Context: an optimization exercise on an open-source flow, tuned for small area, a short achievable clock period and few clock cycles per item. The choices shown serve that exercise and are no tape-out recipe. The RTL was checked by simulation tests, not by an equivalence proof against the original design. Power figures rest on the tool's default switching activity, not on a simulated workload.

// JAM
module JAM (
input              CLK,
input              RST,
output logic [2:0] W,
output logic [2:0] J,
input        [6:0] Cost,
output logic [3:0] MatchCount,
output logic [8:0] MinCost,
output logic       Valid
);
Settings: LEC_CHECK=0, ABC_AREA=1, CAP_MARGIN=20, CORE_MARGIN=2, CORE_UTILIZATION=40, CTS_BUF_LIST=sky130_fd_sc_hd__clkbuf_16, CTS_CLUSTER_DIAMETER=80, CTS_CLUSTER_SIZE=34, SETUP_SLACK_MARGIN=5, SLEW_MARGIN=20; clock period 10.0 ns.
run.sh (not shown) runs the stock make flow with config.mk's settings and CLKGATE_MAP_FILE= SYNTH_SCRIPT=/design/flow/synth_recipe.tcl, a recipe that flattens the netlist after the stock synthesis.
Testbench counts at the start, summed over its fixed seeds: cycles 4,803, jobs 24.
Edit:
--- a/flow/config.mk
+++ b/flow/config.mk
@@ -13,2 +13,2 @@
-export CTS_CLUSTER_DIAMETER = 80
-export CTS_CLUSTER_SIZE = 34
+export CTS_CLUSTER_DIAMETER = 100
+export CTS_CLUSTER_SIZE = 30
What happened: Worst hold slack hardly moves. First-iteration DRC count drops by 6.6%. Wire length hardly moves. Power drops by 4.2%. Sequential share of layout area climbs by 0.43 points. Non-clock buffer count drops by 5. Fmax is about the same. Design area drops by 0.94%. Synthesized cell count does not change.

* * *

JAM, a different RTL version from the one above (not shown whole).
For scale: roughly 3600 cells after synthesis, about 580 flip-flops, roughly 29 I/O pins, roughly 0.032 mm2 of cells after synthesis.
clock: 10.0 ns
lec_check: 0
abc_area: 1
cap_margin: 20
core_margin: 2
core_utilization: 40
cts_buf_list: sky130_fd_sc_hd__clkbuf_16
cts_cluster_diameter: 100
cts_cluster_size: 30
setup_slack_margin: 5
slew_margin: 20
tns_end_percent: 20
The baseline passed the timing, DRC and antenna checks.
Testbench counts at the start, summed over its fixed seeds: cycles 4,803, jobs 24.
Edit:
--- a/flow/config.mk
+++ b/flow/config.mk
@@ -16,2 +16,2 @@
 export SLEW_MARGIN = 20
-export TNS_END_PERCENT = 20
+export TNS_END_PERCENT = 0
What happened:
- The new run ran to the end with no violations
- die area is unchanged
- global-route usage hardly moves
- combinational power hardly moves
- non-clock buffer count climbs by 1
- via count is higher by 0.38%
- area after synthesis does not change
- cell count stays flat
- count of clock-buffer cells in the layout does not change
Edit:
--- a/flow/config.mk
+++ b/flow/config.mk
@@ -16,2 +16 @@
 export SLEW_MARGIN = 20
-export TNS_END_PERCENT = 0
Effect:
- total power hardly moves
- register-to-register slack improves by 0.18 ns
- setup slack improves by 0.18 ns
- flip-flop and latch count stays the same
- via count drops by 0.35%
Edit:
--- a/flow/config.mk
+++ b/flow/config.mk
@@ -12,4 +12,4 @@
 export CTS_BUF_LIST = sky130_fd_sc_hd__clkbuf_16
-export CTS_CLUSTER_DIAMETER = 100
-export CTS_CLUSTER_SIZE = 30
+export CTS_CLUSTER_DIAMETER = 60
+export CTS_CLUSTER_SIZE = 32
 export SETUP_SLACK_MARGIN = 5
Result:
- The new run finished with timing, DRC and antenna clean
- worst hold slack is about the same
- sequential share of layout area decreases by 1.0 points
- power increases by 14%
- final area increases by 2.4%
- setup slack gets worse by 0.083 ns
- count of clock-buffer cells in the layout increases by 21
- utilization increases by 1.1 points
- via count increases by 1.4%
- final cell count increases by 0.84%
- global-route usage increases by 0.27 points
- non-clock buffer count increases by 1

* * *

Setup of build 85:
Another version of the RTL of JAM (not shown whole).
For scale: ~3600 cells after synthesis, ~590 flip-flops, roughly 29 I/O pins, ~0.032 mm2 of cells after synthesis.
export LEC_CHECK = 0
export ABC_AREA = 1
export CAP_MARGIN = 20
export CORE_MARGIN = 2
export CORE_UTILIZATION = 40
export CTS_BUF_LIST = sky130_fd_sc_hd__clkbuf_4
export CTS_CLUSTER_SIZE = 20
export SETUP_SLACK_MARGIN = 5
export SLEW_MARGIN = 20
create_clock -name core_clock -period 10.0 [get_ports {CLK}]
standard.sh (not shown) runs the stock make flow with config.mk's settings and CLKGATE_MAP_FILE= SYNTH_SCRIPT=/design/flow/synth_recipe.tcl, a recipe that flattens the netlist after the stock synthesis.
==> flow/flow/run.sh <==
#!/bin/bash
set -euo pipefail
bash standard.sh SETUP_SLACK_MARGIN=6 finish > layout.log 2>&1
Testbench counts of build 85, summed over its fixed seeds: cycles 4,803, jobs 24.
For build 78, these inputs were changed with respect to build 85:
==> flow/run.sh (new file) <==
#!/bin/bash
# synth_recipe.tcl (not shown) runs the flow's synth.tcl, then flattens the netlist and writes it again
# the make line also repeats each setting of config.mk as NAME=value (left out here)
make -C /OpenROAD-flow-scripts/flow DESIGN_CONFIG=/design/flow/config.mk WORK_HOME=/design/flow/orfs CLKGATE_MAP_FILE= SYNTH_SCRIPT=/design/flow/synth_recipe.tcl finish
removed: flow/flow/run.sh
removed: flow/standard.sh
--- outcome ---
Build 78: done, clean on timing, DRC and antenna
Build 78 vs. build 85: maximum VDD drop now sits higher; non-clock inverter instance count of the final layout lower; largest net degree at the start of global routing saw an increase.
Against build 85 as the reference, build 78 delivers a higher worst clock skew.
For the wire length the detailed router placed on met1, build 78 came in 1.7% lower than build 85 did.
The higher global-route met1 utilization of build 78 and build 85 is in build 85.
The run showing the smaller design area is build 78.
Build 85 ended up with more cell instances than build 78 did.
Power drawn by the clock network: build 85 vs build 78, no meaningful difference
Build 85 → build 78: detailed-route wire length dropped about 4.3%; fraction of power consumed by combinational cells dropped 3.2 points.

* * *

JAM, a different RTL version from the one above (not shown whole).
Size in the first run: about 3800 cells after synthesis, ~29 I/O pins, about 33000 sq um of cells after synthesis.
Settings: LEC_CHECK=0, ABC_AREA=1, CAP_MARGIN=0, CORE_MARGIN=2, CORE_UTILIZATION=40, SETUP_SLACK_MARGIN=5, SLEW_MARGIN=0; clock period 10.0 ns.
run.sh (not shown) runs the stock make flow with config.mk's settings and CLKGATE_MAP_FILE= SYNTH_SCRIPT=/design/flow/synth_recipe.tcl, a recipe that flattens the netlist after the stock synthesis.
Stock flow here: none of the scripts above is used.
Testbench counts at the start, summed over its fixed seeds: cycles 4,803, jobs 24.
Edit:
CAP_MARGIN = 20   (was 0)
CTS_BUF_LIST = sky130_fd_sc_hd__clkbuf_8   (was not set)
CTS_CLUSTER_SIZE = 30   (was not set)
SLEW_MARGIN = 20   (was 0)
After rerunning:
- The changed run completed with no timing, DRC or antenna violations
- combinational power stays flat
- via count stays flat
- area after synthesis stays the same
- design area fell by about 0.8%
- cell count is higher by 1.1%
- total power decreases by about 2.5%
- sequential power is about the same

==> port drivers added, routing unchanged <==
The flow's constraints put no driver on any port. The routed layouts listed below were extracted and timed again, unchanged, in two steps. Step 1 (the two cells are an assumption about what drives the block):
set clk [get_ports {CLK}]
set_driving_cell -lib_cell sky130_fd_sc_hd__clkbuf_16 $clk
set_driving_cell -lib_cell sky130_fd_sc_hd__buf_2 [delete_from_list [all_inputs] $clk]
Step 2, shift: input delay + t, output delay - t, t = (earliest + latest rising clock arrival at the registers) / 2. This alone moves slack from input paths to output paths. Slacks: no drivers / after step 1 / after step 2; pairs: no drivers / after step 1.
| run | t (ns) | setup slack, ns | hold WS [ns] | worst data-port slew with drivers (ns) |
|---|---|---|---|---|
| the first run of note 1 | 0.649 | 5.184 / 5.184 / 4.612 | 0.326 / 0.326 / 0.326 | 0.04 |
| the second run of note 1 | 0.687 | 5.179 / 5.179 / 4.590 | 0.328 / 0.328 / 0.328 | 0.04 |
| the first run of note 2 | 0.678 | 5.041 / 5.041 / 4.741 | 0.315 / 0.315 / 0.315 | 0.03 |
| the second run of note 2 | 0.676 | 5.012 / 5.012 / 4.581 | 0.315 / 0.315 / 0.315 | 0.03 |
| the third run of note 2 | 0.678 | 5.191 / 5.191 / 4.735 | 0.315 / 0.315 / 0.315 | 0.03 |
| the fourth run of note 2 | 0.691 | 5.108 / 5.108 / 4.735 | 0.315 / 0.315 / 0.315 | 0.03 |
| build 85 | 1.127 | 5.153 / 5.153 / 4.624 | 0.313 / 0.313 / 0.313 | 0.03 |
| build 78 | 1.058 | 5.093 / 5.093 / 4.246 | 0.317 / 0.317 / 0.317 | 0.04 |
| the first run of note 4 | 0.685 | 5.154 / 5.154 / 4.606 | 0.321 / 0.321 / 0.321 | 0.05 |
| the second run of note 4 | 0.786 | 5.152 / 5.152 / 4.448 | 0.324 / 0.324 / 0.324 | 0.05 |
After both steps setup and hold are still met in every run listed. The setup slack of build 78, which loses most, moves by 0.000 ns with the drivers and by -0.847 ns with both steps.
